Context: an optimization exercise on an open-source flow, tuned for small area and a short achievable clock period. The choices shown serve that exercise and are no tape-out recipe. In this exercise RTL edits were held to simulation tests only and were not proved equivalent to the original. Power and IR drop assume default switching activity.

**flow/config.mk**
```make
export PLATFORM = sky130hd
export DESIGN_NAME = openmips
export DESIGN_NICKNAME = openmips
export VERILOG_FILES = /design/flow/design.v
export SDC_FILE = /design/flow/constraint.sdc
export NUM_CORES = 4
export LEC_CHECK = 0
export CAP_MARGIN = 20
export CORE_MARGIN = 2
export CORE_UTILIZATION = 40
export SLEW_MARGIN = 20
```
**flow/constraint.sdc**
```tcl
create_clock -name core_clock -period 9.5 [get_ports {clk}]
set_input_delay 1.9000 -clock core_clock [delete_from_list [all_inputs] [get_ports {clk}]]
set_output_delay 1.9000 -clock core_clock [all_outputs]
set_load 0.01 [all_outputs]
```
**flow/design.v**
```verilog
`timescale 1ns / 1ps
module regfile(
	input wire			clk,
	input wire			we,
	input wire[4:0]		waddr,
	input wire[31:0]	wdata,
	input wire[4:0]		raddr1,
	output wire[31:0]	rdata1,
	input wire[4:0]		raddr2,
	output wire[31:0]	rdata2
);
reg[31:0] regs[1:31];
always @ (posedge clk) begin
	if (we && waddr != 5'd0)
		regs[waddr] <= wdata;
end
assign rdata1 = (raddr1 == 5'd0) ? 32'h0 : regs[raddr1];
assign rdata2 = (raddr2 == 5'd0) ? 32'h0 : regs[raddr2];
endmodule
`timescale 1ns / 1ps
module openmips(
	input wire		clk,
	input wire 		rst,
	input wire[31:0]	 rom_data_i,
	output wire[31:0] rom_addr_o,
	output wire			 rom_ce_o,
	input wire[31:0]	 ram_data_i,
	output wire[31:0] ram_addr_o,
	output wire[31:0] ram_data_o,
	output wire			 ram_we_o,
	output wire[3:0]	 ram_sel_o,
	output wire			 ram_ce_o
);
	reg			ce;
	reg[31:2]	pc_seq;		 
	reg[31:2]	ex_target;	 
	reg			ex_halt;	 
	wire		taken;
	wire[31:2]	fetch_pc = taken ? ex_target : pc_seq;
	assign rom_addr_o = {fetch_pc, 2'b00};
	assign rom_ce_o = ce;
	always @ (posedge clk) begin
		ce <= ~rst;
		if (~ce)
			pc_seq <= 30'd0;
		else
			pc_seq <= fetch_pc + {29'd0, ~ex_halt};
	end
	reg[31:0]	id_inst;
	reg			id_valid;
	always @ (posedge clk) begin
		id_inst <= rom_data_i;
		id_valid <= ce & ~rst;
	end
	wire[5:0]	op = id_inst[31:26];
	wire[4:0]	rs = id_inst[25:21];
	wire[4:0]	rt = id_inst[20:16];
	wire[4:0]	rd = id_inst[15:11];
	wire[4:0]	sa = id_inst[10:6];
	wire[5:0]	fn = id_inst[5:0];
	wire[15:0]	imm = id_inst[15:0];
	wire special = (op == 6'b000000);
	wire rtype = special & (sa == 5'd0);
	wire f_or   = rtype & (fn == 6'b100101);
	wire f_and  = rtype & (fn == 6'b100100);
	wire f_xor  = rtype & (fn == 6'b100110);
	wire f_nor  = rtype & (fn == 6'b100111);
	wire f_sllv = rtype & (fn == 6'b000100);
	wire f_srlv = rtype & (fn == 6'b000110);
	wire f_srav = rtype & (fn == 6'b000111);
	wire f_add  = rtype & (fn == 6'b100000);
	wire f_sub  = rtype & (fn == 6'b100010);
	wire shimm  = special & (rs == 5'd0);
	wire s_sll  = shimm & (fn == 6'b000000);
	wire s_srl  = shimm & (fn == 6'b000010);
	wire s_sra  = shimm & (fn == 6'b000011);
	wire i_ori  = (op == 6'b001101);
	wire i_andi = (op == 6'b001100);
	wire i_xori = (op == 6'b001110);
	wire i_lui  = (op == 6'b001111);
	wire i_addiu= (op == 6'b001001);
	wire i_slti = (op == 6'b011100);
	wire i_pref = (op == 6'b110011);
	wire i_halt = (op == 6'b111111);
	wire i_j    = (op == 6'b111000);
	wire i_beq  = (op == 6'b110000);
	wire i_bne  = (op == 6'b110001);
	wire i_bltz = (op == 6'b110010);
	wire i_lw   = (op == 6'b100011);
	wire i_sw   = (op == 6'b101011);
	wire r_alu = f_or | f_and | f_xor | f_nor | f_sllv | f_srlv | f_srav | f_add | f_sub;
	wire s_any = s_sll | s_srl | s_sra;
	wire i_alu = i_ori | i_andi | i_xori | i_lui | i_addiu | i_slti;
	wire wreg  = r_alu | s_any | i_alu | i_pref | i_lw;
	wire[4:0] wd = (i_alu | i_lw) ? rt : rd;
	wire		ex_wreg;
	wire[4:0]	ex_wd;
	wire[31:0]	ex_res;
	reg			mem_wreg;
	reg[4:0]	mem_wd;
	reg			mem_ce;
	reg[31:0]	mem_val;
	wire[31:0]	mem_res = mem_ce ? ram_data_i : mem_val;
	reg			wb_wreg;
	reg[4:0]	wb_wd;
	reg[31:0]	wb_data;
	wire[31:0]	rf1, rf2;
	regfile regfile(
		.clk(clk),
		.we(wb_wreg & ~rst),
		.waddr(wb_wd),
		.wdata(wb_data),
		.raddr1(rs),
		.rdata1(rf1),
		.raddr2(rt),
		.rdata2(rf2)
	);
	wire[31:0] rd1 = (rs != 5'd0 && wb_wreg && wb_wd == rs) ? wb_data : rf1;
	wire[31:0] rd2 = (rt != 5'd0 && wb_wreg && wb_wd == rt) ? wb_data : rf2;
	wire[31:0] fw1 = (ex_wreg && ex_wd == rs) ? ex_res :
					 (mem_wreg && mem_wd == rs) ? mem_res : rd1;
	wire[31:0] fw2 = (ex_wreg && ex_wd == rt) ? ex_res :
					 (mem_wreg && mem_wd == rt) ? mem_res : rd2;
	wire[31:0] opA = s_any ? {27'd0, sa} : fw1;
	wire[31:0] opB = i_alu ? {{16{imm[15]}}, imm} : fw2;
	wire[31:2] target = i_j ? {pc_seq[31:28], id_inst[25:0]}
						   : pc_seq + {{14{imm[15]}}, imm};
	wire v = id_valid & ~rst;
	reg[31:0]	ex_A, ex_B;
	reg[15:0]	ex_imm;
	reg			r_ex_wreg;
	reg[4:0]	r_ex_wd;
	reg[3:0]	ex_lut;		 
	reg			ex_arith, ex_sub, ex_slti;
	reg			ex_shift, ex_shl, ex_sra;
	reg			ex_ld, ex_st;
	reg			ex_beq, ex_bne, ex_bltz, ex_j;
	assign ex_wreg = r_ex_wreg;
	assign ex_wd = r_ex_wd;
	always @ (posedge clk) begin
		ex_A <= opA;
		ex_B <= opB;
		ex_imm <= imm;
		ex_target <= target;
		r_ex_wd <= wd;
		ex_lut <= (f_or | i_ori | i_lui) ? 4'b1110 :
				  (f_and | i_andi)       ? 4'b1000 :
				  (f_xor | i_xori)       ? 4'b0110 :
				  f_nor                  ? 4'b0001 :
				  i_sw                   ? 4'b1010 : 4'b0000;
		ex_arith <= f_add | i_addiu | f_sub;
		ex_sub <= f_sub | i_slti;
		ex_slti <= i_slti;
		ex_shift <= s_any | f_sllv | f_srlv | f_srav;
		ex_shl <= s_sll | f_sllv;
		ex_sra <= s_sra | f_srav;
		r_ex_wreg <= v & wreg;
		ex_ld <= v & i_lw;
		ex_st <= v & i_sw;
		ex_beq <= v & i_beq;
		ex_bne <= v & i_bne;
		ex_bltz <= v & i_bltz;
		ex_j <= v & i_j;
		ex_halt <= ~rst & (ex_halt | (id_valid & i_halt));
	end
	wire[31:0] A = ex_A;
	wire[31:0] B = ex_B;
	wire[31:0] lut_res = (~A & ~B & {32{ex_lut[0]}}) | (~A & B & {32{ex_lut[1]}})
					   | ( A & ~B & {32{ex_lut[2]}}) | ( A & B & {32{ex_lut[3]}});
	wire[32:0] sum33 = {A, ex_sub} + {B ^ {32{ex_sub}}, ex_sub};
	wire[31:0] sum = sum33[32:1];
	function [31:0] rev32(input [31:0] x);
		integer k;
		for (k = 0; k < 32; k = k + 1) rev32[k] = x[31-k];
	endfunction
	wire[31:0] sh_in = ex_shl ? rev32(B) : B;
	wire[63:0] sh_w = {{32{ex_sra & B[31]}}, sh_in} >> A[4:0];
	wire[31:0] sh_out = ex_shl ? rev32(sh_w[31:0]) : sh_w[31:0];
	assign ex_res = lut_res
				  | (sum & {32{ex_arith}})
				  | {31'd0, sum[31] & ex_slti}
				  | (sh_out & {32{ex_shift}});
	wire[31:0] ex_addr = A + {{16{ex_imm[15]}}, ex_imm};
	wire eq = (A == B);
	assign taken = ~ex_halt & (ex_j | (ex_beq & eq) | (ex_bne & ~eq) | (ex_bltz & A[31]));
	reg			mem_st;
	reg[31:0]	mem_addr;
	wire		go = ~rst & ~ex_halt;
	always @ (posedge clk) begin
		mem_wreg <= go & ex_wreg;
		mem_ce <= go & (ex_ld | ex_st);
		mem_st <= go & ex_st;
		mem_wd <= ex_wd;
		mem_val <= ex_res;
		mem_addr <= ex_addr;
	end
	assign ram_ce_o = mem_ce;
	assign ram_we_o = mem_st;
	assign ram_addr_o = mem_addr;
	assign ram_data_o = mem_val;
	assign ram_sel_o = 4'b1111;
	always @ (posedge clk) begin
		wb_wreg <= ~rst & mem_wreg;
		wb_wd <= mem_wd;
		wb_data <= mem_res;
	end
endmodule
```
**flow/run.sh**
```bash
#!/bin/bash
# synth_recipe.tcl (not shown) runs the flow's synth.tcl, then flattens the netlist and writes it again
# the make line also repeats each setting of config.mk as NAME=value (left out here)
make -C /OpenROAD-flow-scripts/flow DESIGN_CONFIG=/design/flow/config.mk WORK_HOME=/design/flow/orfs CLKGATE_MAP_FILE= SYNTH_SCRIPT=/design/flow/synth_recipe.tcl finish
```
==> results.sh, run 1 <==
export IMPL_worstPathMaxFanout=39
export IMPL_avgRoutedWirePerCell_um=31.5
export IMPL_max_slew_margin=0.240
export IMPL_antenna_found_initial=8
export IMPL_via_count_of_the_first_global_routing_pass=44800
export IMPL_cts_buffers=144
export IMPL_min_period_ps=7790
export IMPL_power_ir_vdd_worst_mv=0.158
export IMPL_finalCoreUtilization=0.456
export IMPL_grt_first_pass_wirelength_um=325000
export IMPL_crit_required_ps=7600
export IMPL_hold_violations=0
export IMPL_crit_chain="buf_4, clkinv_1, ha_1, nor4_1, and4_1, nand3_1, a31oi_4, buf_4, mux2_2, clkdlybuf4s50_1"
export IMPL_dp_hpwl_um=147000
export IMPL_p_sw_mw=3.88
export IMPL_placed_cells_incl_taps=6933
export IMPL_port_buffers=162
export IMPL_worst_slack_at_placement_ps=2550
export IMPL_post_synthesis_async_set_or_reset_flop_share=0
export IMPL_die_h_um=414
export IMPL_wirelength_um=227000
export IMPL_layout_nets=5168
export IMPL_layout_cells_non_filler=7193
export IMPL_cts_max_level=4
export IMPL_setup_worst_path_start_class="register"
export IMPL_unrepaired_setup_endpoints_after_global_routing="false"
export IMPL_detailroute_via_count=45200
export IMPL_power_per_cell_area_nw_per_um2=187
export IMPL_setup_tns_final_ps=0
export IMPL_design_portCount=169
export IMPL_clkSlewWorstSetupHoldPaths_ps=60
export IMPL_clock_latency_ps=800
export IMPL_drt_initial_drc_count=5394
export IMPL_max_clock_path_buffers=3
export IMPL_cts_root_buffer_cell="clkbuf_16"
export IMPL_power_combinational_fraction=0.153
export IMPL_vias_per_cell=6.29
export IMPL_post_cts_resized_instances=0
export IMPL_hold_depth=0
export IMPL_worst_case_setup_margin_in_the_final_layout_ps=1710
export IMPL_sequentialPowerShare=0.455
export IMPL_drc_errors=0
export IMPL_floorplan_core_area_sq_um=167000
export IMPL_finalPower_mw=14.2
export IMPL_gpl_final_weighted_congestion=0.985
export IMPL_peak_clock_frequency_supported_by_timing_mhz=128
export IMPL_run_status="timing/DRC/antenna clean"
export IMPL_ys_types=92
export IMPL_die_width_um=414
export IMPL_tritoncts_clock_tree="done"
export IMPL_setup_crit_path_kind="reg2out"
export IMPL_worst_ep_arrival_time_ps=5890
export IMPL_cts_hold_repair_buffers=0
export IMPL_clock_sinks=1299
export IMPL_power_switching_share=0.273
export IMPL_global_route_overflow_total=0
export IMPL_postRouteAntennaNets=0
export IMPL_postSynth_topFlopCell="edfxtp_1"
export IMPL_core_rowCount=150
export IMPL_synth_enable_flop_cells=992
export IMPL_setup_violations=0
export IMPL_rr_worst_depth=19
export IMPL_power_leakage_nw=26.9
export IMPL_slowest_delay_ps=800
export IMPL_share_of_final_layout_standard_cells_stronger_than_drive_strength_1=0.211
export IMPL_synth_yosys_seq_area_share=0.534
export IMPL_report_final_slew_viol_count=0
export IMPL_worstHoldPathType="reg2reg"
export IMPL_start_util=0.402
export IMPL_critPathMostFrequentCell="buf_4"
export IMPL_drt_pre_antenna_iters=6
export IMPL_timing_max_cap_violations=0
export IMPL_cts_repair_timing_setup_buffer_count=0
export IMPL_synthesis_area_sq_um=67300
export IMPL_ys_seq_elements=1299
export IMPL_num_fill_cells=14700
export IMPL_power_internal_mw=10.4
export IMPL_pin_count_of_the_biggest_net_entering_global_routing=111
export IMPL_cpMaxStageDelayCell="clkinv_1"
export IMPL_area_growth_syn_to_layout_pct=13.2
export IMPL_syn_instance_count=4769
export IMPL_power_clock_fraction=0.392
export IMPL_synth_area_per_cell_sq_um=14.1
export IMPL_grt_util_all_layers=0.260
export IMPL_dieArea_sq_um=172000
export IMPL_clock_skews_ps=36.4
export IMPL_worstSetupEndpointType="output port"
export IMPL_final_min_period_over_clock_period=0.820
export IMPL_worst_slew_pin_tran_ps=1140
export IMPL_synth_warnings=2
-- power by group through the flow --
stage | logic [mW] | clock network [mW] | registers, mW
after global routing | 2.31 | 5.88 | 6.49
after floorplan | 1.33 | 0 | 6.52
final | 2.18 | 5.58 | 6.47
after detailed placement | 2.15 | 0 | 6.59
after CTS | 2.16 | 5.66 | 6.47
after global placement | 2.15 | 0 | 6.58
-- sequential cells by signal (all words and copies together) (netlist names), 16 cells and up --
name,cells
ex_imm,16
ex_target,30
ex_B,32
pc_seq,30
ex_A,32
mem_addr,32
id_inst,32
mem_val,32
wb_data,32
regfile.regs,992
-- cell type report --
class                   count  area (sq um)  share of cell area
well taps                2204          2760              0.0362
flip-flops and latches   1299         36000               0.472
clock buffers             186          3910              0.0513
inverters                 143           539             0.00708
multi-input cells        3004         29700               0.390
diodes                      4          10.0            0.000131
clock inverters            69           713             0.00936
repair buffers            284          2590              0.0340
-- per-layer routing --
metal / track usage / part of all wire / vias to the layer above
met5: 0 / 0.000057 / -
met4: 0.120 / 0.050 / 2
met3: 0.0511 / 0.084 / 495
met2: 0.412 / 0.47 / 2298
met1: 0.346 / 0.40 / 23300
li1: - / - / 19100
-- per-stage QoR --
stage               hold WS, ps  instance area (sq um)
finish                      391                  76200
global route                405                  76200
CTS                         392                  76200
detailed placement          382                  71500
global placement            382                  71500
floorplan                   353                  67300
-- Yosys cell counts, types with 8 or more instances --
| master | count | area, sq um |
|---|---|---|
| a211oi_1 | 41 | 308 |
| a21o_1 | 36 | 270 |
| a21oi_1 | 276 | 1380 |
| a221o_1 | 20 | 200 |
| a221oi_1 | 72 | 631 |
| a22o_1 | 12 | 105 |
| a22oi_1 | 76 | 571 |
| a31oi_1 | 24 | 150 |
| and2_1 | 9 | 56.3 |
| and3_1 | 29 | 181 |
| and4_1 | 8 | 70.1 |
| buf_1 | 48 | 180 |
| buf_2 | 66 | 330 |
| buf_4 | 31 | 233 |
| clkbuf_1 | 177 | 664 |
| dfxtp_1 | 307 | 6150 |
| edfxtp_1 | 992 | 29800 |
| ha_1 | 224 | 2800 |
| inv_1 | 140 | 526 |
| mux2_2 | 107 | 1200 |
| mux2i_1 | 222 | 2220 |
| mux4_1 | 8 | 210 |
| mux4_2 | 508 | 11400 |
| nand2_1 | 273 | 1020 |
| nand2b_1 | 25 | 156 |
| nand3_1 | 52 | 260 |
| nand4_1 | 20 | 125 |
| nor2_1 | 278 | 1040 |
| nor2b_1 | 23 | 144 |
| nor3_1 | 39 | 195 |
| nor4_1 | 16 | 100 |
| o211ai_1 | 23 | 173 |
| o21a_1 | 19 | 143 |
| o21ai_0 | 164 | 821 |
| o21bai_1 | 19 | 143 |
| o221a_2 | 9 | 101 |
| o221ai_1 | 33 | 289 |
| o22ai_1 | 28 | 175 |
| o31ai_1 | 17 | 128 |
| or2_2 | 13 | 81.3 |
| xnor2_1 | 73 | 639 |
| xor2_1 | 92 | 806 |
-- cell usage in the layout, fill, tap and decap left out, types with 20 or more instances in the layout --
master / n
o211ai_1: 23
clkinv_2: 22
a21oi_1: 275
buf_4: 118
a31oi_1: 23
clkbuf_1: 31
a22oi_1: 76
a221oi_1: 72
dfxtp_1: 274
nand4_1: 20
and3_1: 27
a21o_1: 36
nor2_1: 244
clkdlybuf4s50_1: 162
mux2_2: 107
nor3_1: 39
nand2b_1: 25
a221o_1: 20
a211oi_1: 41
inv_1: 138
ha_1: 224
o22ai_1: 28
xnor2_1: 73
clkinv_1: 25
nand2_1: 273
mux2i_1: 222
xor2_1: 92
nand3_1: 52
clkbuf_16: 148
dfxtp_2: 26
nor2_4: 33
mux4_2: 508
nor2b_1: 23
o221ai_1: 33
edfxtp_1: 992
o21ai_0: 164
-- cells by family (layout without fill, tap and decap cells) --
group,after synthesis,in the layout,share of synthesized area
AOI/OAI and AO/OA,941,941,0.0929
xor gates and xnor gates,165,165,0.0215
adders and majority gates,226,226,0.0422
other,2,10,0.000112
buffers and inverters,470,682,0.0297
muxes,847,847,0.224
and+or+nand+nor,819,819,0.0551
DFF,1299,1299,0.534
-- worst paths after layout --
| path | to | slack (ps) | start |
|---|---|---|---|
| worst min-delay path | mem_wd[2]$_DFF_P_ | 390 | r_ex_wd[2]$_DFF_P_ |
| worst min register to register | mem_wd[2]$_DFF_P_ | 390 | r_ex_wd[2]$_DFF_P_ |
| worst max register to register | pc_seq[27]$_SDFF_PN0_ | 2970 | ex_A[2]$_DFF_P_ |
| worst max-delay path | rom_addr_o[16] | 1710 | ex_A[2]$_DFF_P_ |
-- worst max-delay path: cells and delay by family, from the launching register on --
| kind | cells | cell delay, ps |
|---|---|---|
| buffers and inverters | 4 | 2210 |
| AND/OR/NAND/NOR | 3 | 770 |
| AO/OA/AOI/OAI | 1 | 740 |
| adder cells (fa/ha/maj) | 1 | 630 |
| multiplexers | 1 | 420 |
| flip-flops | 1 | 310 |
==> inputs of run 2 (changes only) <==
--- a/flow/config.mk
+++ b/flow/config.mk
@@ -10,2 +10,4 @@
 export CORE_UTILIZATION = 40
+export SETUP_SLACK_MARGIN = 5
 export SLEW_MARGIN = 20
+export TNS_END_PERCENT = 100
==> run 2 against run 1 <==
Compared with the run above:
- fmax grew 47%
- sequential power about the same
- sequential share of layout area shrank 1.4 points
- clock skew down 1.6 ps
- worst setup slack better by 2500 ps
- core utilization up 1.7 points
- routed wire length is 3.9% higher
==> results.sh, run 2 <==
export IMPL_avgRoutedWirePerCell_um=32.0
export IMPL_max_flop_register="regfile.regs"
export IMPL_run_status="timing/DRC/antenna clean"
export IMPL_unrepaired_setup_endpoints_after_global_routing="true"
export IMPL_worst_ep_arrival_time_ps=3400
export IMPL_clock_latency_ps=810
export IMPL_cts_max_level=4
export IMPL_timing_max_cap_violations=0
export IMPL_power_leakage_nw=28.1
export IMPL_min_delay_worst_endpoint="wb_wd[2]$_DFF_P_"
export IMPL_synth_area_per_cell_sq_um=14.1
export IMPL_via_count_of_the_first_global_routing_pass=45500
export IMPL_max_clock_path_buffers=3
export IMPL_multi_input_area_sq_um=30500
export IMPL_setup_tns_final_ps=0
export IMPL_pin_count_of_the_biggest_net_entering_global_routing=124
export IMPL_synth_enable_flop_cells=992
export IMPL_yosysTopAreaCell="edfxtp_1"
export IMPL_grt_util_all_layers=0.268
export IMPL_sequential_cell_area_in_the_final_layout_sq_um=36200
export IMPL_worstPathMaxFanout=6
export IMPL_postSynth_topFlopCell="edfxtp_1"
export IMPL_core_rowCount=150
export IMPL_r2r_start="ex_B[24]$_DFF_P_"
export IMPL_drc_errors=0
export IMPL_placed_cells_incl_taps=6919
export IMPL_largest_register_ffs=992
export IMPL_dp_hpwl_um=147000
export IMPL_ys_types=92
export IMPL_synthesis_area_sq_um=67300
export IMPL_vias_per_cell=6.29
export IMPL_crit_required_ps=7600
export IMPL_area_growth_syn_to_layout_pct=17.5
export IMPL_yosys_top_cells_area="edfxtp_1 (44%), mux4_2 (17%), dfxtp_1 (9.1%)"
export IMPL_antenna_found_initial=8
export IMPL_max_slew_margin=0.230
export IMPL_setup_crit_path_kind="reg2out"
export IMPL_ys_seq_elements=1299
export IMPL_clock_sinks=1299
export IMPL_rr_worst_depth=35
export IMPL_synth_commonest_cells="edfxtp_1 (992), mux4_2 (508), dfxtp_1 (307)"
export IMPL_detailroute_via_count=46400
export IMPL_die_width_um=414
export IMPL_layout_cells_non_filler=7371
export IMPL_cts_buffers=145
export IMPL_timing_hold_worst_start="mem_wd[2]$_DFF_P_"
export IMPL_clkSlewWorstSetupHoldPaths_ps=60
export IMPL_commonest_non_fill_non_tap_cell_in_the_layout="edfxtp_1"
export IMPL_postRouteAntennaNets=0
export IMPL_port_buffers=162
export IMPL_num_fill_cells=14300
export IMPL_synth_yosys_seq_area_share=0.534
export IMPL_worstSetupEndpointType="output port"
export IMPL_hold_depth=0
export IMPL_r2r_end="pc_seq[20]$_SDFF_PN0_"
export IMPL_start_util=0.402
export IMPL_most_common_layout_cells="edfxtp_1 (992), mux4_2 (508), a21oi_1 (273)"
export IMPL_cts_root_buffer_cell="clkbuf_16"
export IMPL_hold_violations=0
export IMPL_cts_hold_repair_buffers=0
export IMPL_share_of_final_layout_standard_cells_stronger_than_drive_strength_1=0.275
export IMPL_drt_initial_drc_count=5286
export IMPL_floorplan_core_area_sq_um=167000
export IMPL_power_ir_vdd_worst_mv=0.151
export IMPL_worst_slew_pin_tran_ps=1150
export IMPL_tritoncts_clock_tree="done"
export IMPL_synthMostInstantiatedCell="edfxtp_1"
export IMPL_design_portCount=169
export IMPL_setup_worst_path_start_class="register"
export IMPL_wirelength_um=236000
export IMPL_setup_violations=0
export IMPL_report_final_slew_viol_count=0
export IMPL_min_period_ps=5300
export IMPL_gpl_final_weighted_congestion=0.965
export IMPL_dieArea_sq_um=172000
export IMPL_netlist_area_leader_share=0.443
export IMPL_syn_instance_count=4769
export IMPL_die_h_um=414
export IMPL_global_route_overflow_total=0
export IMPL_worstHoldPathType="reg2reg"
export IMPL_synth_warnings=2
export IMPL_final_min_period_over_clock_period=0.558
export IMPL_grt_first_pass_wirelength_um=334000
export IMPL_power_per_cell_area_nw_per_um2=182
export IMPL_peak_clock_frequency_supported_by_timing_mhz=189
export IMPL_post_synthesis_async_set_or_reset_flop_share=0
export IMPL_clock_skews_ps=34.8
export IMPL_layout_nets=5337
export IMPL_drt_pre_antenna_iters=6
export IMPL_rrSetupSlack_ps=4210
-- run 2: cell count changes in the layout (fill, tap and decap cells not counted), moves of 24 or more --
cell,previous run,this run
ha_1,224,194
mux2_4,2,26
dfxtp_1,274,206
clkdlybuf4s50_1,162,132
buf_6,0,73
dfxtp_4,7,67
inv_1,138,111
ha_4,0,29
mux2_2,107,83
buf_4,118,211
-- run 2: what timing repair did --
action                                  4_1_cts  5_1_grt
cloned                                       10        0
resized for setup                           409       74
pin swaps                                    22       12
setup buffers                               144       29
endpoints found under the setup margin      150       64
-- run 2: metal layers --
layer | vias up | GRT usage | routed length (um)
met5 | - | 0 | 11
met4 | 2 | 0.133 | 13200
met3 | 544 | 0.0505 | 21200
met2 | 2492 | 0.429 | 111000
met1 | 23800 | 0.352 | 90600
li1 | 19500 | - | -
-- run 2: critical path, stage by stage (launching register included) --
cell and delay [ps]:
dfxtp_4 340, inv_1 130, ha_4 220, nor4_4 300, and4_4 300, buf_6 100
a21bo_4 120, a31oi_4 100, buf_6 150, buf_12 130, buf_16 140, buf_12 120
mux2_4 300, buf_6 120
-- run 2: worst max path at each step --
stage,start,endpoint,slack (ps),cells after the start
floorplan,ex_A[0]$_DFF_P_,rom_addr_o[2],4950,14
global placement,ex_A[1]$_DFF_P_,rom_addr_o[16],3200,9
detailed placement,ex_A[1]$_DFF_P_,rom_addr_o[16],3280,9
CTS,ex_A[2]$_DFF_P_,rom_addr_o[8],4160,12
global route,ex_A[3]$_DFF_P_,pc_seq[20]$_SDFF_PN0_,4100,36
finish,ex_B[12]$_DFF_P_,rom_addr_o[26],4200,13
-- run 2: cell type report --
class,count,area share
sequential,1299,0.458
multi-input combinational,3004,0.385
timing repair buffer,449,0.0552
clock buffer,181,0.0489
tap,2204,0.0349
clock inverter,86,0.00934
inverter,143,0.00771
timing repair inverter,3,0.000301
antenna,2,0.0000633
-- run 2: where the power goes --
group	internal [mW]	switching [mW]	total, mW
Combinational	1.02	1.42	2.44
Clock	3.15	2.38	5.53
Sequential	6.26	0.204	6.46
-- run 2: logic make-up after synthesis --
family                     count (synthesis)  share of synthesized area
AOI/OAI and AO/OA                        941                     0.0929
xor gates and xnor gates                 165                     0.0215
adders and majority gates                226                     0.0422
buffers and inverters                    470                     0.0297
DFF                                     1299                      0.534
muxes                                    847                      0.224
other                                      2                   0.000112
and+or+nand+nor                          819                     0.0551
-- run 2: metrics by stage --
| step | hold slack (ps) | setup WS (ps) | util | instance area, sq um | power, mW |
|---|---|---|---|---|---|
| after floorplan | 353 | 4950 | - | 67600 | 7.88 |
| after global placement | 387 | 3200 | 0.428 | 71500 | 8.76 |
| after detailed placement | 391 | 3280 | 0.428 | 71600 | 8.76 |
| after CTS | 395 | 4160 | 0.469 | 78400 | 14.4 |
| after global routing | 404 | 4100 | 0.473 | 79000 | 14.9 |
| final | 394 | 4200 | 0.473 | 79100 | 14.4 |
==> inputs of run 3 (changes only) <==
--- a/flow/design.v
+++ b/flow/design.v
@@ -34,15 +34,17 @@
 	reg			ce;
-	reg[31:2]	pc_seq;		 
-	reg[31:2]	ex_target;	 
+	reg[31:2]	pc;			 
+	reg[31:2]	pc4;		 
 	reg			ex_halt;	 
-	wire		taken;
-	wire[31:2]	fetch_pc = taken ? ex_target : pc_seq;
-	assign rom_addr_o = {fetch_pc, 2'b00};
+	wire		taken;		 
+	wire[31:2]	target;
+	assign rom_addr_o = {pc, 2'b00};
 	assign rom_ce_o = ce;
+	wire[31:2] pc_inc = pc + 30'd1;
 	always @ (posedge clk) begin
 		ce <= ~rst;
+		pc4 <= pc_inc;
 		if (~ce)
-			pc_seq <= 30'd0;
-		else
-			pc_seq <= fetch_pc + {29'd0, ~ex_halt};
+			pc <= 30'd0;
+		else if (~ex_halt)
+			pc <= taken ? target : pc_inc;
 	end
@@ -119,10 +121,16 @@
 	wire[31:0] rd2 = (rt != 5'd0 && wb_wreg && wb_wd == rt) ? wb_data : rf2;
-	wire[31:0] fw1 = (ex_wreg && ex_wd == rs) ? ex_res :
-					 (mem_wreg && mem_wd == rs) ? mem_res : rd1;
-	wire[31:0] fw2 = (ex_wreg && ex_wd == rt) ? ex_res :
-					 (mem_wreg && mem_wd == rt) ? mem_res : rd2;
-	wire[31:0] opA = s_any ? {27'd0, sa} : fw1;
-	wire[31:0] opB = i_alu ? {{16{imm[15]}}, imm} : fw2;
-	wire[31:2] target = i_j ? {pc_seq[31:28], id_inst[25:0]}
-						   : pc_seq + {{14{imm[15]}}, imm};
+	wire e1 = ex_wreg && ex_wd == rs;
+	wire e2 = ex_wreg && ex_wd == rt;
+	wire[31:0] nx1 = (mem_wreg && mem_wd == rs) ? mem_res : rd1;
+	wire[31:0] nx2 = (mem_wreg && mem_wd == rt) ? mem_res : rd2;
+	wire[31:0] opA = (~s_any & e1) ? ex_res : (s_any ? {27'd0, sa} : nx1);
+	wire[31:0] opB = (~i_alu & e2) ? ex_res : (i_alu ? {{16{imm[15]}}, imm} : nx2);
+	wire eq_nn = (nx1 == nx2);
+	wire eq_e1 = (ex_res == nx2);
+	wire eq_e2 = (nx1 == ex_res);
+	wire eq = e1 ? (e2 | eq_e1) : (e2 ? eq_e2 : eq_nn);
+	wire neg = e1 ? ex_res[31] : nx1[31];
+	assign taken = id_valid & (i_j | (i_beq & eq) | (i_bne & ~eq) | (i_bltz & neg));
+	assign target = i_j ? {pc4[31:28], id_inst[25:0]}
+						: pc4 + {{14{imm[15]}}, imm};
 	wire v = id_valid & ~rst;
@@ -136,3 +144,2 @@
 	reg			ex_ld, ex_st;
-	reg			ex_beq, ex_bne, ex_bltz, ex_j;
 	assign ex_wreg = r_ex_wreg;
@@ -143,3 +150,2 @@
 		ex_imm <= imm;
-		ex_target <= target;
 		r_ex_wd <= wd;
@@ -159,6 +165,2 @@
 		ex_st <= v & i_sw;
-		ex_beq <= v & i_beq;
-		ex_bne <= v & i_bne;
-		ex_bltz <= v & i_bltz;
-		ex_j <= v & i_j;
 		ex_halt <= ~rst & (ex_halt | (id_valid & i_halt));
@@ -183,4 +185,2 @@
 	wire[31:0] ex_addr = A + {{16{ex_imm[15]}}, ex_imm};
-	wire eq = (A == B);
-	assign taken = ~ex_halt & (ex_j | (ex_beq & eq) | (ex_bne & ~eq) | (ex_bltz & A[31]));
 	reg			mem_st;
==> run 3 against run 2 <==
Compared with the run above:
- fmax is 11% lower
- routed wire length is 11% higher
- non-clock buffer count grew 43
- largest power group unchanged
- clock power increased by 3%
- clock-buffer cell count up 4
- worst hold slack gained 11 ps
- combinational power is 11% higher
- power up 3.3%
- cell count grew 1.9%
- area after synthesis increased by 0.49%
- still clean on timing, DRC and antenna
- sequential cell count shrank 4
==> results.sh, run 3 <==
export IMPL_timing_max_cap_violations=0
export IMPL_wirelength_um=262000
export IMPL_postRouteAntennaNets=0
export IMPL_die_width_um=415
export IMPL_dp_hpwl_um=167000
export IMPL_vias_per_cell=6.58
export IMPL_drt_pre_antenna_iters=6
export IMPL_rrSetupSlack_ps=3520
export IMPL_report_final_slew_viol_count=0
export IMPL_drc_errors=0
export IMPL_placed_cells_incl_taps=7060
export IMPL_synth_enable_flop_cells=992
export IMPL_synth_yosys_seq_area_share=0.530
export IMPL_largest_register_ffs=992
export IMPL_syn_instance_count=4886
export IMPL_crit_required_ps=10180
export IMPL_hold_depth=0
export IMPL_run_status="timing/DRC/antenna clean"
export IMPL_r2r_end="pc[19]$_SDFFE_PN0N_"
export IMPL_floorplan_core_area_sq_um=168000
export IMPL_most_common_layout_cells="edfxtp_1 (992), mux4_2 (546), nor2_1 (298)"
export IMPL_placement_cell_area_sq_um=72200
export IMPL_worst_case_setup_margin_in_the_final_layout_ps=3520
export IMPL_core_rowCount=150
export IMPL_synthesis_area_sq_um=67600
export IMPL_grt_first_pass_wirelength_um=367000
export IMPL_drt_initial_drc_count=6780
export IMPL_clock_latency_ps=810
export IMPL_r2r_start="ex_sub$_DFF_P_"
export IMPL_layout_cells_non_filler=7509
export IMPL_final_min_period_over_clock_period=0.629
export IMPL_ys_types=95
export IMPL_max_flop_register="regfile.regs"
export IMPL_max_clock_path_buffers=3
export IMPL_start_util=0.404
export IMPL_global_route_overflow_total=0
export IMPL_worst_ep_arrival_time_ps=6660
export IMPL_commonest_non_fill_non_tap_cell_in_the_layout="edfxtp_1"
export IMPL_max_slew_margin=0.209
export IMPL_finalCoreUtilization=0.483
export IMPL_synthMostInstantiatedCell="edfxtp_1"
export IMPL_port_buffers=162
export IMPL_cts_root_buffer_cell="clkbuf_16"
export IMPL_rr_worst_depth=27
export IMPL_synth_warnings=2
export IMPL_share_of_final_layout_standard_cells_stronger_than_drive_strength_1=0.285
export IMPL_area_growth_syn_to_layout_pct=19.7
export IMPL_design_portCount=169
export IMPL_clock_skews_ps=64.8
export IMPL_fin_hold_ws_ps=405
export IMPL_clkSlewWorstSetupHoldPaths_ps=60
export IMPL_yosys_top_cells_area="edfxtp_1 (44%), mux4_2 (18%), dfxtp_1 (9.0%)"
export IMPL_timing_hold_worst_start="r_ex_wd[4]$_DFF_P_"
export IMPL_power_per_cell_area_nw_per_um2=184
export IMPL_die_h_um=415
export IMPL_synth_area_per_cell_sq_um=13.8
export IMPL_yosysTopAreaCell="edfxtp_1"
export IMPL_postLayoutCellArea_sq_um=80900
export IMPL_power_ir_vdd_worst_mv=0.191
export IMPL_synth_commonest_cells="edfxtp_1 (992), mux4_2 (546), nor2_1 (339)"
export IMPL_pin_count_of_the_biggest_net_entering_global_routing=59
export IMPL_worst_slew_pin_tran_ps=1180
export IMPL_antenna_found_initial=9
export IMPL_cts_hold_repair_buffers=0
export IMPL_setup_worst_path_start_class="register"
export IMPL_tritoncts_clock_tree="done"
export IMPL_worst_slack_at_placement_ps=1640
export IMPL_power_leakage_nw=28.1
export IMPL_post_synthesis_async_set_or_reset_flop_share=0
export IMPL_peak_clock_frequency_supported_by_timing_mhz=167
export IMPL_worstHoldPathType="reg2reg"
export IMPL_finalPower_mw=14.9
export IMPL_min_period_ps=5980
export IMPL_setup_violations=0
export IMPL_netlist_area_leader_share=0.440
export IMPL_dieArea_sq_um=172000
export IMPL_worstSetupEndpointType="register"
export IMPL_cts_buffers=144
export IMPL_detailroute_via_count=49400
export IMPL_setup_crit_path_kind="reg2reg"
export IMPL_via_count_of_the_first_global_routing_pass=48000
export IMPL_postSynth_topFlopCell="edfxtp_1"
export IMPL_hold_violations=0
export IMPL_worstPathMaxFanout=9
export IMPL_ys_seq_elements=1295
export IMPL_min_delay_worst_endpoint="mem_wd[4]$_DFF_P_"
export IMPL_unrepaired_setup_endpoints_after_global_routing="true"
export IMPL_layout_nets=5350
export IMPL_gpl_final_weighted_congestion=0.971
export IMPL_avgRoutedWirePerCell_um=34.9
export IMPL_grt_util_all_layers=0.297
export IMPL_setup_tns_final_ps=0
export IMPL_cts_max_level=4
export IMPL_clock_sinks=1295
-- run 3: cells by family after synthesis --
| family | synth area share |
|---|---|
| xor gates and xnor gates | 0.0286 |
| AOI/OAI and AO/OA | 0.0915 |
| muxes | 0.227 |
| other | 0.000111 |
| adders and majority gates | 0.0191 |
| and+or+nand+nor | 0.0752 |
| DFF | 0.530 |
| buffers and inverters | 0.0278 |
-- run 3: worst max-delay path by stage --
stage / startpoint / to / slack (ps) / cells past startpoint
after floorplan: ram_data_i[2] / pc[10]$_SDFFE_PN0N_ / 4060 / 16
after global routing: ex_sub$_DFF_P_ / pc[21]$_SDFFE_PN0N_ / 3380 / 27
final: ex_sub$_DFF_P_ / pc[19]$_SDFFE_PN0N_ / 3520 / 27
after detailed placement: id_inst[17]$_DFF_P_ / pc[6]$_SDFFE_PN0N_ / 1640 / 22
after global placement: id_inst[17]$_DFF_P_ / pc[5]$_SDFFE_PN0N_ / 880 / 21
after CTS: ex_sub$_DFF_P_ / pc[21]$_SDFFE_PN0N_ / 3640 / 25
-- run 3: timing repair --
action / in CTS / in global routing
endpoints found under the setup margin: 61 / 53
endpoints found under the hold margin: 0 / 0
buffers inserted: 120 / 39
cloned: 17 / 4
resized for setup: 365 / 62
pin swaps: 99 / 41
-- run 3: metal layers --
layer / up-vias / share of wire / routed length, um / global-route usage
met3: 709 / 0.099 / 26000 / 0.0616
met2: 3197 / 0.46 / 121000 / 0.466
met1: 25400 / 0.37 / 97100 / 0.384
li1: 20100 / - / - / -
met4: 10 / 0.067 / 17500 / 0.170
met5: - / 0.00024 / 62 / 0
-- run 3: area by class of cell --
type	count	area, sq um
Inverter	83	332
Clock buffer	185	3960
Clock inverter	81	862
Timing Repair Buffer	492	5300
Sequential cell	1295	35900
Fill cell	14300	86700
Tap cell	2204	2760
Multi-Input combinational cell	3166	31800
Antenna cell	3	7.51
-- run 3: critical path: stages, from the launching register on --
cell and delay, ps:
dfxtp_4 370, buf_6 120, buf_12 130, buf_2 170, buf_4 140, xor2_1 150
ha_1 410, a21o_1 200, a21oi_1 150, o21ai_1 150, a21oi_2 320, o211ai_1 180
o21ai_2 320, buf_4 170, xor2_1 330, o2111ai_1 210, a2111oi_2 350, nand4_1 200
nor4_4 210, a31oi_4 180, o2111a_1 210, o41ai_4 220, buf_6 210, buf_12 130
buf_16 130, mux2i_1 210, o22ai_1 90, and2_1 160
-- run 3: power by group --
part,internal [mW],switching [mW],leakage (nW)
Clock,3.29,2.42,2.35
Sequential,6.23,0.242,11.7
Combinational,1.15,1.56,14.1
==> inputs of run 4 (changes only) <==
--- a/flow/design.v
+++ b/flow/design.v
@@ -34,17 +34,22 @@
 	reg			ce;
-	reg[31:2]	pc;			 
-	reg[31:2]	pc4;		 
+	reg[31:2]	pc_seq;		 
+	reg[31:2]	ex_target;	 
 	reg			ex_halt;	 
-	wire		taken;		 
+	reg			br_j, br_beq, br_bne, br_bltz, br_same;
+	reg[7:0]	br_grp;
+	wire		br_eq = br_same | (&br_grp);
+	wire		ex_taken = br_j | (br_beq & br_eq) | (br_bne & ~br_eq) | br_bltz;
 	wire[31:2]	target;
-	assign rom_addr_o = {pc, 2'b00};
+	wire[31:2] fetch_pc = ex_taken ? ex_target : pc_seq;
+	assign rom_addr_o = {fetch_pc, 2'b00};
 	assign rom_ce_o = ce;
-	wire[31:2] pc_inc = pc + 30'd1;
+	wire[31:2] seq_inc = pc_seq + 30'd1;
+	wire[31:2] tgt_inc = ex_target + 30'd1;
 	always @ (posedge clk) begin
 		ce <= ~rst;
-		pc4 <= pc_inc;
 		if (~ce)
-			pc <= 30'd0;
+			pc_seq <= 30'd0;
 		else if (~ex_halt)
-			pc <= taken ? target : pc_inc;
+			pc_seq <= ex_taken ? tgt_inc : seq_inc;
+		ex_target <= target;
 	end
@@ -100,2 +105,11 @@
 	wire[31:0]	ex_res;
+	wire[31:0]	ex_other;			 
+	reg[31:0]	ex_A, ex_B;
+	reg[15:0]	ex_imm;
+	reg			r_ex_wreg;
+	reg[4:0]	r_ex_wd;
+	reg[3:0]	ex_lut;		 
+	reg			ex_arith, ex_sub, ex_slti;
+	reg			ex_shift, ex_shl, ex_sra;
+	reg			ex_ld, ex_st;
 	reg			mem_wreg;
@@ -111,3 +125,3 @@
 		.clk(clk),
-		.we(wb_wreg & ~rst),
+		.we(wb_wreg),
 		.waddr(wb_wd),
@@ -126,20 +140,26 @@
 	wire[31:0] opA = (~s_any & e1) ? ex_res : (s_any ? {27'd0, sa} : nx1);
-	wire[31:0] opB = (~i_alu & e2) ? ex_res : (i_alu ? {{16{imm[15]}}, imm} : nx2);
-	wire eq_nn = (nx1 == nx2);
-	wire eq_e1 = (ex_res == nx2);
-	wire eq_e2 = (nx1 == ex_res);
-	wire eq = e1 ? (e2 | eq_e1) : (e2 ? eq_e2 : eq_nn);
+	wire sub = f_sub | i_slti;
+	wire[31:0] nb = (i_alu ? {{16{imm[15]}}, imm} : nx2) ^ {32{sub}};
+	wire selB = ~i_alu & e2;
+	wire[31:0] opB_t1 = selB ? {32{~sub}} : nb;	 
+	wire[31:0] opB_t0 = selB ? {32{sub}} : nb;	 
+	wire[31:0] opB = (ex_res & opB_t1) | (~ex_res & opB_t0);
+	wire[31:0] cmp = e1 ? nx2 : nx1;
+	wire[31:0] ok_nn = ~(nx1 ^ nx2);
+	wire[31:0] ok_other = ~(ex_other ^ cmp);
+	wire[31:0] sk = ex_A ^ ex_B ^ cmp;
+	wire[31:0] sg = (ex_A & ex_B) | (ex_A & sk) | (ex_B & sk);
+	wire[31:0] ok_sum = ~(sk ^ {sg[30:0], ex_sub});
+	wire[31:0] ok = (e1 | e2) ? (ex_arith ? ok_sum : ok_other) : ok_nn;
+	wire[7:0] grp;
+	genvar gi;
+	generate
+		for (gi = 0; gi < 8; gi = gi + 1) begin : g_grp
+			assign grp[gi] = &ok[4*gi+3:4*gi];
+		end
+	endgenerate
 	wire neg = e1 ? ex_res[31] : nx1[31];
-	assign taken = id_valid & (i_j | (i_beq & eq) | (i_bne & ~eq) | (i_bltz & neg));
-	assign target = i_j ? {pc4[31:28], id_inst[25:0]}
-						: pc4 + {{14{imm[15]}}, imm};
+	assign target = i_j ? {pc_seq[31:28], id_inst[25:0]}
+						: pc_seq + {{14{imm[15]}}, imm};
 	wire v = id_valid & ~rst;
-	reg[31:0]	ex_A, ex_B;
-	reg[15:0]	ex_imm;
-	reg			r_ex_wreg;
-	reg[4:0]	r_ex_wd;
-	reg[3:0]	ex_lut;		 
-	reg			ex_arith, ex_sub, ex_slti;
-	reg			ex_shift, ex_shl, ex_sra;
-	reg			ex_ld, ex_st;
 	assign ex_wreg = r_ex_wreg;
@@ -157,3 +177,3 @@
 		ex_arith <= f_add | i_addiu | f_sub;
-		ex_sub <= f_sub | i_slti;
+		ex_sub <= sub;
 		ex_slti <= i_slti;
@@ -166,2 +186,8 @@
 		ex_halt <= ~rst & (ex_halt | (id_valid & i_halt));
+		br_j <= v & ~ex_halt & i_j;
+		br_beq <= v & ~ex_halt & i_beq;
+		br_bne <= v & ~ex_halt & i_bne;
+		br_bltz <= v & ~ex_halt & i_bltz & neg;
+		br_same <= e1 & e2;
+		br_grp <= grp;
 	end
@@ -171,3 +197,4 @@
 					   | ( A & ~B & {32{ex_lut[2]}}) | ( A & B & {32{ex_lut[3]}});
-	wire[32:0] sum33 = {A, ex_sub} + {B ^ {32{ex_sub}}, ex_sub};
+	wire[31:0] Y = B;	 
+	wire[32:0] sum33 = {A, ex_sub} + {Y, ex_sub};
 	wire[31:0] sum = sum33[32:1];
@@ -180,6 +207,6 @@
 	wire[31:0] sh_out = ex_shl ? rev32(sh_w[31:0]) : sh_w[31:0];
-	assign ex_res = lut_res
-				  | (sum & {32{ex_arith}})
-				  | {31'd0, sum[31] & ex_slti}
-				  | (sh_out & {32{ex_shift}});
+	assign ex_other = lut_res
+					| {31'd0, sum[31] & ex_slti}
+					| (sh_out & {32{ex_shift}});
+	assign ex_res = ex_other | (sum & {32{ex_arith}});
 	wire[31:0] ex_addr = A + {{16{ex_imm[15]}}, ex_imm};
==> run 4 against run 3 <==
Compared with the run above:
- still clean on timing, DRC and antenna
- via count rose by 1.5%
- fmax is 24% higher
- sequential cell count increased by 13
- routed wire length is essentially flat
- combinational power about the same
- largest power group unchanged
- highest routed layer unchanged
==> results.sh, run 4 <==
export IMPL_worstHoldPathType="reg2reg"
export IMPL_wirelength_um=262000
export IMPL_layout_cells_non_filler=7826
export IMPL_final_min_period_over_clock_period=0.509
export IMPL_peak_clock_frequency_supported_by_timing_mhz=207
export IMPL_power_clock_fraction=0.385
export IMPL_critPathMostFrequentCell="buf_6"
export IMPL_most_common_layout_cells="edfxtp_1 (992), mux4_2 (542), nand2_1 (347)"
export IMPL_worst_slew_pin_tran_ps=1180
export IMPL_pin_count_of_the_biggest_net_entering_global_routing=76
export IMPL_cpLargestDelayFamily="compound AO/OA/AOI/OAI gates"
export IMPL_gpl_final_weighted_congestion=0.974
export IMPL_dp_hpwl_um=169000
export IMPL_max_slew_margin=0.213
export IMPL_max_flop_register="regfile.regs"
export IMPL_postSynth_topFlopCell="edfxtp_1"
export IMPL_synthesis_area_sq_um=70600
export IMPL_power_switching_share=0.284
export IMPL_die_h_um=424
export IMPL_drt_initial_drc_count=7045
export IMPL_sequentialPowerShare=0.436
export IMPL_yosys_top_cells_area="edfxtp_1 (42%), mux4_2 (17%), dfxtp_1 (9.0%)"
export IMPL_post_synthesis_async_set_or_reset_flop_share=0
export IMPL_synth_yosys_seq_area_share=0.511
export IMPL_fin_hold_ws_ps=400
export IMPL_grt_util_all_layers=0.285
export IMPL_placed_cells_incl_taps=7457
export IMPL_commonest_non_fill_non_tap_cell_in_the_layout="edfxtp_1"
export IMPL_crit_required_ps=7600
export IMPL_ys_types=96
export IMPL_yosysTopAreaCell="edfxtp_1"
export IMPL_cts_max_level=4
export IMPL_setup_tns_final_ps=0
export IMPL_max_clock_path_buffers=3
export IMPL_grt_first_pass_wirelength_um=367000
export IMPL_setup_violations=0
export IMPL_start_util=0.402
export IMPL_power_leakage_nw=29.2
export IMPL_die_width_um=424
export IMPL_vias_per_cell=6.41
export IMPL_synthMostInstantiatedCell="edfxtp_1"
export IMPL_finalCoreUtilization=0.465
export IMPL_crit_chain="nand4_1, o211a_1, a2111o_2, buf_12, buf_16, buf_6, mux2_4, buf_6"
export IMPL_layout_nets=5658
export IMPL_cts_buffers=145
export IMPL_min_period_ps=4840
export IMPL_p_sw_mw=4.29
export IMPL_slowest_delay_ps=450
export IMPL_drc_errors=0
export IMPL_synth_enable_flop_cells=992
export IMPL_synth_warnings=2
export IMPL_drt_pre_antenna_iters=5
export IMPL_netlist_area_leader_share=0.422
export IMPL_cts_root_buffer_cell="clkbuf_16"
export IMPL_postRouteAntennaNets=0
export IMPL_dieArea_sq_um=180000
export IMPL_unrepaired_setup_endpoints_after_global_routing="true"
export IMPL_critical_path_n_buffers_inverters=4
export IMPL_tritoncts_clock_tree="done"
export IMPL_power_combinational_fraction=0.179
export IMPL_share_of_final_layout_standard_cells_stronger_than_drive_strength_1=0.240
export IMPL_cpMaxStageDelayCell="a2111o_2"
export IMPL_power_per_cell_area_nw_per_um2=184
export IMPL_synth_area_per_cell_sq_um=13.7
export IMPL_clock_latency_ps=820
export IMPL_worstPathMaxFanout=6
export IMPL_core_rowCount=154
export IMPL_setup_worst_path_start_class="register"
export IMPL_power_internal_mw=10.8
export IMPL_synth_commonest_cells="edfxtp_1 (992), mux4_2 (542), nand2_1 (349)"
export IMPL_clock_skews_ps=100
export IMPL_report_final_slew_viol_count=0
export IMPL_num_fill_cells=15400
export IMPL_timing_max_cap_violations=0
export IMPL_clock_sinks=1308
export IMPL_worst_ep_arrival_time_ps=2940
export IMPL_syn_instance_count=5148
export IMPL_floorplan_core_area_sq_um=176000
export IMPL_largest_register_ffs=992
export IMPL_ys_seq_elements=1308
export IMPL_detailroute_via_count=50200
export IMPL_power_ir_vdd_worst_mv=0.203
export IMPL_hold_violations=0
export IMPL_avgRoutedWirePerCell_um=33.4
export IMPL_design_portCount=169
export IMPL_run_status="timing/DRC/antenna clean"
export IMPL_hold_depth=0
export IMPL_worstSetupEndpointType="output port"
export IMPL_sequential_cell_area_in_the_final_layout_sq_um=36200
export IMPL_antenna_found_initial=5
export IMPL_rr_worst_depth=30
export IMPL_path_depth=8
export IMPL_port_buffers=162
export IMPL_global_route_overflow_total=0
export IMPL_clkSlewWorstSetupHoldPaths_ps=60
export IMPL_multi_input_area_sq_um=32900
export IMPL_via_count_of_the_first_global_routing_pass=48700
export IMPL_area_growth_syn_to_layout_pct=15.8
export IMPL_setup_crit_path_kind="reg2out"
export IMPL_cts_hold_repair_buffers=0
==> run 4: cell types whose count changed in the layout (fill, tap and decap cells not counted), moves of 32 or more <==
cell,change
nand2_1,+95
xnor2_1,+32
a21oi_1,+60
nor3_1,-34
buf_4,-40
fa_1,+33
ha_1,+97
inv_1,+61
==> run 4: layout make-up <==
class,instances,area share
Antenna cell,1,0.0000306
Clock buffer,174,0.0477
Clock inverter,89,0.0118
Inverter,155,0.00748
Multi-Input combinational cell,3341,0.402
Sequential cell,1308,0.442
Tap cell,2340,0.0358
Timing Repair Buffer,418,0.0532
==> run 4: metrics by stage <==
stage	cell area, sq um	power (mW)	setup slack [ps]
floorplan	70600	8.26	5080
global placement	74900	9.22	3460
detailed placement	74900	9.23	4130
CTS	81200	15.1	4630
global route	81800	15.5	4610
finish	81800	15.1	4660
==> run 4: path summary, 6_finish.rpt <==
check / from / to / slack [ps]
max: br_grp[3]$_DFF_P_ / rom_addr_o[21] / 4660
max reg2reg: br_grp[3]$_DFF_P_ / pc_seq[15]$_SDFFE_PN0N_ / 4800
min: r_ex_wd[4]$_DFF_P_ / mem_wd[4]$_DFF_P_ / 400
min reg2reg: r_ex_wd[4]$_DFF_P_ / mem_wd[4]$_DFF_P_ / 400
==> run 4: kinds of logic after synthesis <==
| group | count (synthesis) | share of synthesized area |
|---|---|---|
| adder cells (fa/ha/maj) | 223 | 0.0431 |
| multiplexers | 837 | 0.216 |
| AO/OA/AOI/OAI | 997 | 0.0965 |
| buffers and inverters | 503 | 0.0349 |
| other | 2 | 0.000106 |
| XOR/XNOR | 257 | 0.0319 |
| AND/OR/NAND/NOR | 1021 | 0.0659 |
| flip-flops | 1308 | 0.511 |
==> run 4: per-layer routing <==
| layer | part of all wire | up-vias | track usage | routed length, um |
|---|---|---|---|---|
| met5 | 0.00018 | - | 0 | 48 |
| met4 | 0.064 | 8 | 0.158 | 16800 |
| met3 | 0.10 | 672 | 0.0605 | 26200 |
| met2 | 0.46 | 3114 | 0.445 | 120000 |
| met1 | 0.38 | 25800 | 0.370 | 98300 |
| li1 | - | 20600 | - | - |
==> run 4: power groups by stage <==
| stage | sequential [mW] | clock [mW] | combinational, mW |
|---|---|---|---|
| finish | 6.58 | 5.81 | 2.70 |
| global route | 6.59 | 6.08 | 2.86 |
| CTS | 6.57 | 5.87 | 2.62 |
| detailed placement | 6.69 | 0 | 2.54 |
| global placement | 6.69 | 0 | 2.53 |
| floorplan | 6.58 | 0 | 1.68 |
==> run 4: repair_timing <==
action                     4_1_cts  5_1_grt
pin swaps                        6        5
setup buffers                   60       30
resized for setup              296       58
setup endpoints to repair       87       64
hold endpoints to repair         0        0
gates cloned                    10        5
==> run 4: worst register-to-register path, delay by kind of cell (launching register included) <==
| kind | cells | cell delay (ps) |
|---|---|---|
| buffers and inverters | 23 | 2780 |
| AO/OA/AOI/OAI | 3 | 780 |
| XOR/XNOR | 1 | 130 |
| multiplexers | 1 | 180 |
| flip-flops | 1 | 370 |
| AND/OR/NAND/NOR | 2 | 330 |
==> inputs of run 5 (changes only) <==
--- a/flow/design.v
+++ b/flow/design.v
@@ -37,6 +37,6 @@
 	reg			ex_halt;	 
-	reg			br_j, br_beq, br_bne, br_bltz, br_same;
-	reg[7:0]	br_grp;
-	wire		br_eq = br_same | (&br_grp);
-	wire		ex_taken = br_j | (br_beq & br_eq) | (br_bne & ~br_eq) | br_bltz;
+	reg			br_u, br_beq, br_bne;	 
+	reg[3:0]	br_grp;
+	wire		br_eq = &br_grp;
+	wire		ex_taken = br_u | (br_beq & br_eq) | (br_bne & ~br_eq);
 	wire[31:2]	target;
@@ -153,7 +153,8 @@
 	wire[31:0] ok = (e1 | e2) ? (ex_arith ? ok_sum : ok_other) : ok_nn;
-	wire[7:0] grp;
+	wire both = e1 & e2;
+	wire[3:0] grp;
 	genvar gi;
 	generate
-		for (gi = 0; gi < 8; gi = gi + 1) begin : g_grp
-			assign grp[gi] = &ok[4*gi+3:4*gi];
+		for (gi = 0; gi < 4; gi = gi + 1) begin : g_grp
+			assign grp[gi] = both | (&ok[8*gi+7:8*gi]);
 		end
@@ -186,7 +187,5 @@
 		ex_halt <= ~rst & (ex_halt | (id_valid & i_halt));
-		br_j <= v & ~ex_halt & i_j;
+		br_u <= v & ~ex_halt & (i_j | (i_bltz & neg));
 		br_beq <= v & ~ex_halt & i_beq;
 		br_bne <= v & ~ex_halt & i_bne;
-		br_bltz <= v & ~ex_halt & i_bltz & neg;
-		br_same <= e1 & e2;
 		br_grp <= grp;
==> flow/flow/run.sh (new file) <==
#!/bin/bash
set -euo pipefail
MARGIN="${MARGIN:-5.5}"
bash standard.sh \
  "BUFFER_PORTS_ARGS=-buffer_cell sky130_fd_sc_hd__buf_2" \
  "SETUP_SLACK_MARGIN=${MARGIN}" \
  finish > flow_make.log 2>&1
==> flow/standard.sh (new file) <==
#!/bin/bash
# synth_recipe.tcl (not shown) runs the flow's synth.tcl, then flattens the netlist and writes it again
# the make line also repeats each setting of config.mk as NAME=value (left out here)
make -C /OpenROAD-flow-scripts/flow DESIGN_CONFIG=/design/flow/config.mk WORK_HOME=/design/flow/orfs CLKGATE_MAP_FILE= SYNTH_SCRIPT=/design/flow/synth_recipe.tcl "${@:-finish}"
--- a/flow/config.mk
+++ b/flow/config.mk
@@ -10,3 +10,2 @@
 export CORE_UTILIZATION = 40
-export SETUP_SLACK_MARGIN = 5
 export SLEW_MARGIN = 20
removed: flow/run.sh
==> run 5 against run 4 <==
Compared with the run above:
- combinational power up 7%
- first-iteration DRC count up 4.9%
- area after synthesis up 0.16%
- cell count up 3.0%
- worst setup slack worse by 41 ps
- sequential power down 1%
- global-route usage up 2.5 points
- via count up 5.6%
- routed wire length up 9.2%
- power up 0.57%
- fmax down 0.84%
- largest power group unchanged
- highest routed layer unchanged
==> results.sh, run 5 <==
export IMPL_layout_nets=5881
export IMPL_post_synthesis_async_set_or_reset_flop_share=0
export IMPL_unrepaired_setup_endpoints_after_global_routing="true"
export IMPL_max_flop_register="regfile.regs"
export IMPL_synthesis_area_sq_um=70700
export IMPL_via_count_of_the_first_global_routing_pass=50600
export IMPL_area_growth_syn_to_layout_pct=18.8
export IMPL_setup_tns_final_ps=0
export IMPL_worst_ep_arrival_time_ps=2980
export IMPL_layout_cells_non_filler=8059
export IMPL_cts_max_level=4
export IMPL_finalCoreUtilization=0.478
export IMPL_synthMostInstantiatedCell="edfxtp_1"
export IMPL_drt_pre_antenna_iters=6
export IMPL_vias_per_cell=6.57
export IMPL_peak_clock_frequency_supported_by_timing_mhz=205
export IMPL_power_ir_vdd_worst_mv=0.152
export IMPL_synth_warnings=2
export IMPL_share_of_final_layout_standard_cells_stronger_than_drive_strength_1=0.297
export IMPL_hold_violations=0
export IMPL_timing_max_cap_violations=0
export IMPL_die_width_um=425
export IMPL_postRouteAntennaNets=0
export IMPL_clock_sinks=1302
export IMPL_syn_instance_count=5263
export IMPL_crit_required_ps=7600
export IMPL_final_min_period_over_clock_period=0.513
export IMPL_commonest_non_fill_non_tap_cell_in_the_layout="edfxtp_1"
export IMPL_report_final_slew_viol_count=0
export IMPL_start_util=0.402
export IMPL_power_leakage_nw=30.3
export IMPL_dieArea_sq_um=180000
export IMPL_core_rowCount=154
export IMPL_clkSlewWorstSetupHoldPaths_ps=60
export IMPL_postSynth_topFlopCell="edfxtp_1"
export IMPL_worstSetupEndpointType="output port"
export IMPL_dp_hpwl_um=183000
export IMPL_fin_hold_ws_ps=396
export IMPL_run_status="timing/DRC/antenna clean"
export IMPL_setup_violations=0
export IMPL_yosysTopAreaCell="edfxtp_1"
export IMPL_ys_types=101
export IMPL_max_clock_path_buffers=3
export IMPL_avgRoutedWirePerCell_um=35.4
export IMPL_pin_count_of_the_biggest_net_entering_global_routing=63
export IMPL_global_route_overflow_total=0
export IMPL_yosys_top_cells_area="edfxtp_1 (42%), mux4_2 (16%), dfxtp_1 (8.8%)"
export IMPL_worstPathMaxFanout=7
export IMPL_synth_enable_flop_cells=992
export IMPL_port_buffers=162
export IMPL_gpl_final_weighted_congestion=1.00
export IMPL_detailroute_via_count=53000
export IMPL_wirelength_um=286000
export IMPL_synth_yosys_seq_area_share=0.509
export IMPL_ys_seq_elements=1302
export IMPL_power_per_cell_area_nw_per_um2=181
export IMPL_clock_skews_ps=52.2
export IMPL_synth_commonest_cells="edfxtp_1 (992), mux4_2 (493), nand2_1 (326)"
export IMPL_die_h_um=425
export IMPL_grt_first_pass_wirelength_um=394000
export IMPL_num_fill_cells=15100
export IMPL_grt_util_all_layers=0.310
export IMPL_largest_register_ffs=992
export IMPL_design_portCount=169
export IMPL_tritoncts_clock_tree="done"
export IMPL_drt_initial_drc_count=7387
export IMPL_most_common_layout_cells="edfxtp_1 (992), mux4_2 (493), nand2_1 (319)"
export IMPL_drc_errors=0
export IMPL_netlist_area_leader_share=0.421
export IMPL_max_slew_margin=0.154
export IMPL_synth_area_per_cell_sq_um=13.4
export IMPL_setup_crit_path_kind="reg2out"
export IMPL_worst_slew_pin_tran_ps=1270
export IMPL_setup_worst_path_start_class="register"
export IMPL_worstHoldPathType="reg2reg"
export IMPL_floorplan_core_area_sq_um=176000
export IMPL_cts_root_buffer_cell="clkbuf_16"
export IMPL_placed_cells_incl_taps=7591
export IMPL_antenna_found_initial=23
export IMPL_clock_latency_ps=840
export IMPL_min_period_ps=4880
export IMPL_cts_buffers=147
run 5: changes by cell type after synthesis, sizes merged, moves of 16 or more:
| cell | previous run | this run |
|---|---|---|
| nor3 | 48 | 72 |
| a221o | 2 | 18 |
| mux2i | 218 | 244 |
| mux4 | 542 | 493 |
| a211oi | 118 | 62 |
| xnor2 | 149 | 179 |
| a31oi | 31 | 48 |
| a211o | 7 | 25 |
| a22oi | 52 | 129 |
| xor2 | 108 | 85 |
| nand2 | 349 | 326 |
| o21ai | 154 | 193 |
| nor2 | 312 | 281 |
run 5: logic make-up (layout without fill, tap and decap cells):
logic type,after synthesis,count (layout),share of synthesized area
AO/OA/AOI/OAI,1108,1108,0.107
XOR/XNOR,264,264,0.0327
adder cells (fa/ha/maj),223,223,0.0431
buffers and inverters,510,952,0.0347
flip-flops,1302,1302,0.509
multiplexers,817,817,0.204
other,2,13,0.000106
AND/OR/NAND/NOR,1037,1040,0.0693
run 5: timing repair:
item	4_1_cts	5_1_grt
cloned	31	12
buffers inserted	101	48
gates resized for setup	353	169
hold buffers	0	0
setup endpoints to repair	137	76
pin swaps	34	37
run 5: per-stage QoR:
stage               power [mW]  setup slack (ps)  area, sq um
finish                    15.2              4620        84000
global route              15.6              4630        84000
CTS                       15.0              4530        82600
detailed placement        9.07              3730        74300
global placement          9.07              3700        74300
floorplan                 8.18              5430        70800
run 5: routing by layer:
| metal | global-route usage | routed length, um |
|---|---|---|
| met2 | 0.474 | 128000 |
| met3 | 0.0956 | 35600 |
| met1 | 0.383 | 101000 |
| met5 | 0 | 165 |
| met4 | 0.192 | 21200 |
run 5: area by class of cell:
type / count / area (sq um) / area share
tap: 2340 / 2930 / 0.0348
inverter: 160 / 616 / 0.00733
clock buffer: 182 / 3970 / 0.0472
sequential: 1302 / 36100 / 0.429
clock inverter: 87 / 872 / 0.0104
antenna: 7 / 17.5 / 0.000208
timing repair buffer: 523 / 5350 / 0.0636
multi-input combinational: 3458 / 34200 / 0.407
run 5: worst paths after layout:
path                            start                 to  slack, ps  cells past startpoint
hold / removal     r_ex_wd[1]$_DFF_P_  mem_wd[1]$_DFF_P_        400                      0
hold reg to reg    r_ex_wd[1]$_DFF_P_  mem_wd[1]$_DFF_P_        400                      0
setup / recovery    br_grp[2]$_DFF_P_      rom_addr_o[6]       4620                      6
setup reg to reg  id_inst[25]$_DFF_P_  br_grp[2]$_DFF_P_       5100                     14
run 5: power breakdown:
group / internal, mW / total, mW / switching (mW)
combinational: 1.19 / 2.89 / 1.70
sequential: 6.26 / 6.49 / 0.231
clock: 3.30 / 5.79 / 2.49
total: 10.8 / 15.2 / 4.42
run 5: critical path, cell delays in order, from the launching register on:
cell and delay (ps):
dfxtp_4 380, nand4_1 320, mux2_4 430, or2_4 330
buf_4 190, mux2_2 320, buf_2 180

## port drivers added, routing unchanged
In the flow no input, the clock included, has a driving cell. The finished layouts below were timed again as built, in two steps. Step 1 (the two cells are an assumption about what drives the block):
set clk [get_ports {clk}]
set_driving_cell -lib_cell sky130_fd_sc_hd__clkbuf_16 $clk
set_driving_cell -lib_cell sky130_fd_sc_hd__buf_2 [delete_from_list [all_inputs] $clk]
Step 2 adds t to the input delays and takes it off the output delays; t is the mean of the earliest and latest rising clock arrival at the registers after step 1. Input paths then give back, and output paths get back, about the clock's delay inside the block. Three values: ideal, step 1, step 2; two values: the first two.
run | t (ns) | setup WS [ns] | clock arrival spread, ns | worst slew at a driven data input, ns | cell pins on the clock port's net
run 1 | 0.863 | 1.710 / 1.630 / 2.493 | 0.037 / 0.037 | 0.11 | 1
run 2 | 0.874 | 4.200 / 4.116 / 4.206 | 0.035 / 0.036 | 0.08 | 1
run 3 | 0.859 | 3.521 / 3.521 / 2.837 | 0.064 / 0.065 | 0.07 | 1
run 4 | 0.859 | 4.663 / 4.576 / 4.461 | 0.103 / 0.104 | 0.08 | 1
run 5 | 0.899 | 4.622 / 4.540 / 4.353 | 0.053 / 0.054 | 0.08 | 1
After both steps setup and hold are still met in every run listed. The setup slack of run 3, which loses most, moves by 0.000 ns with the drivers and by -0.684 ns with both steps.
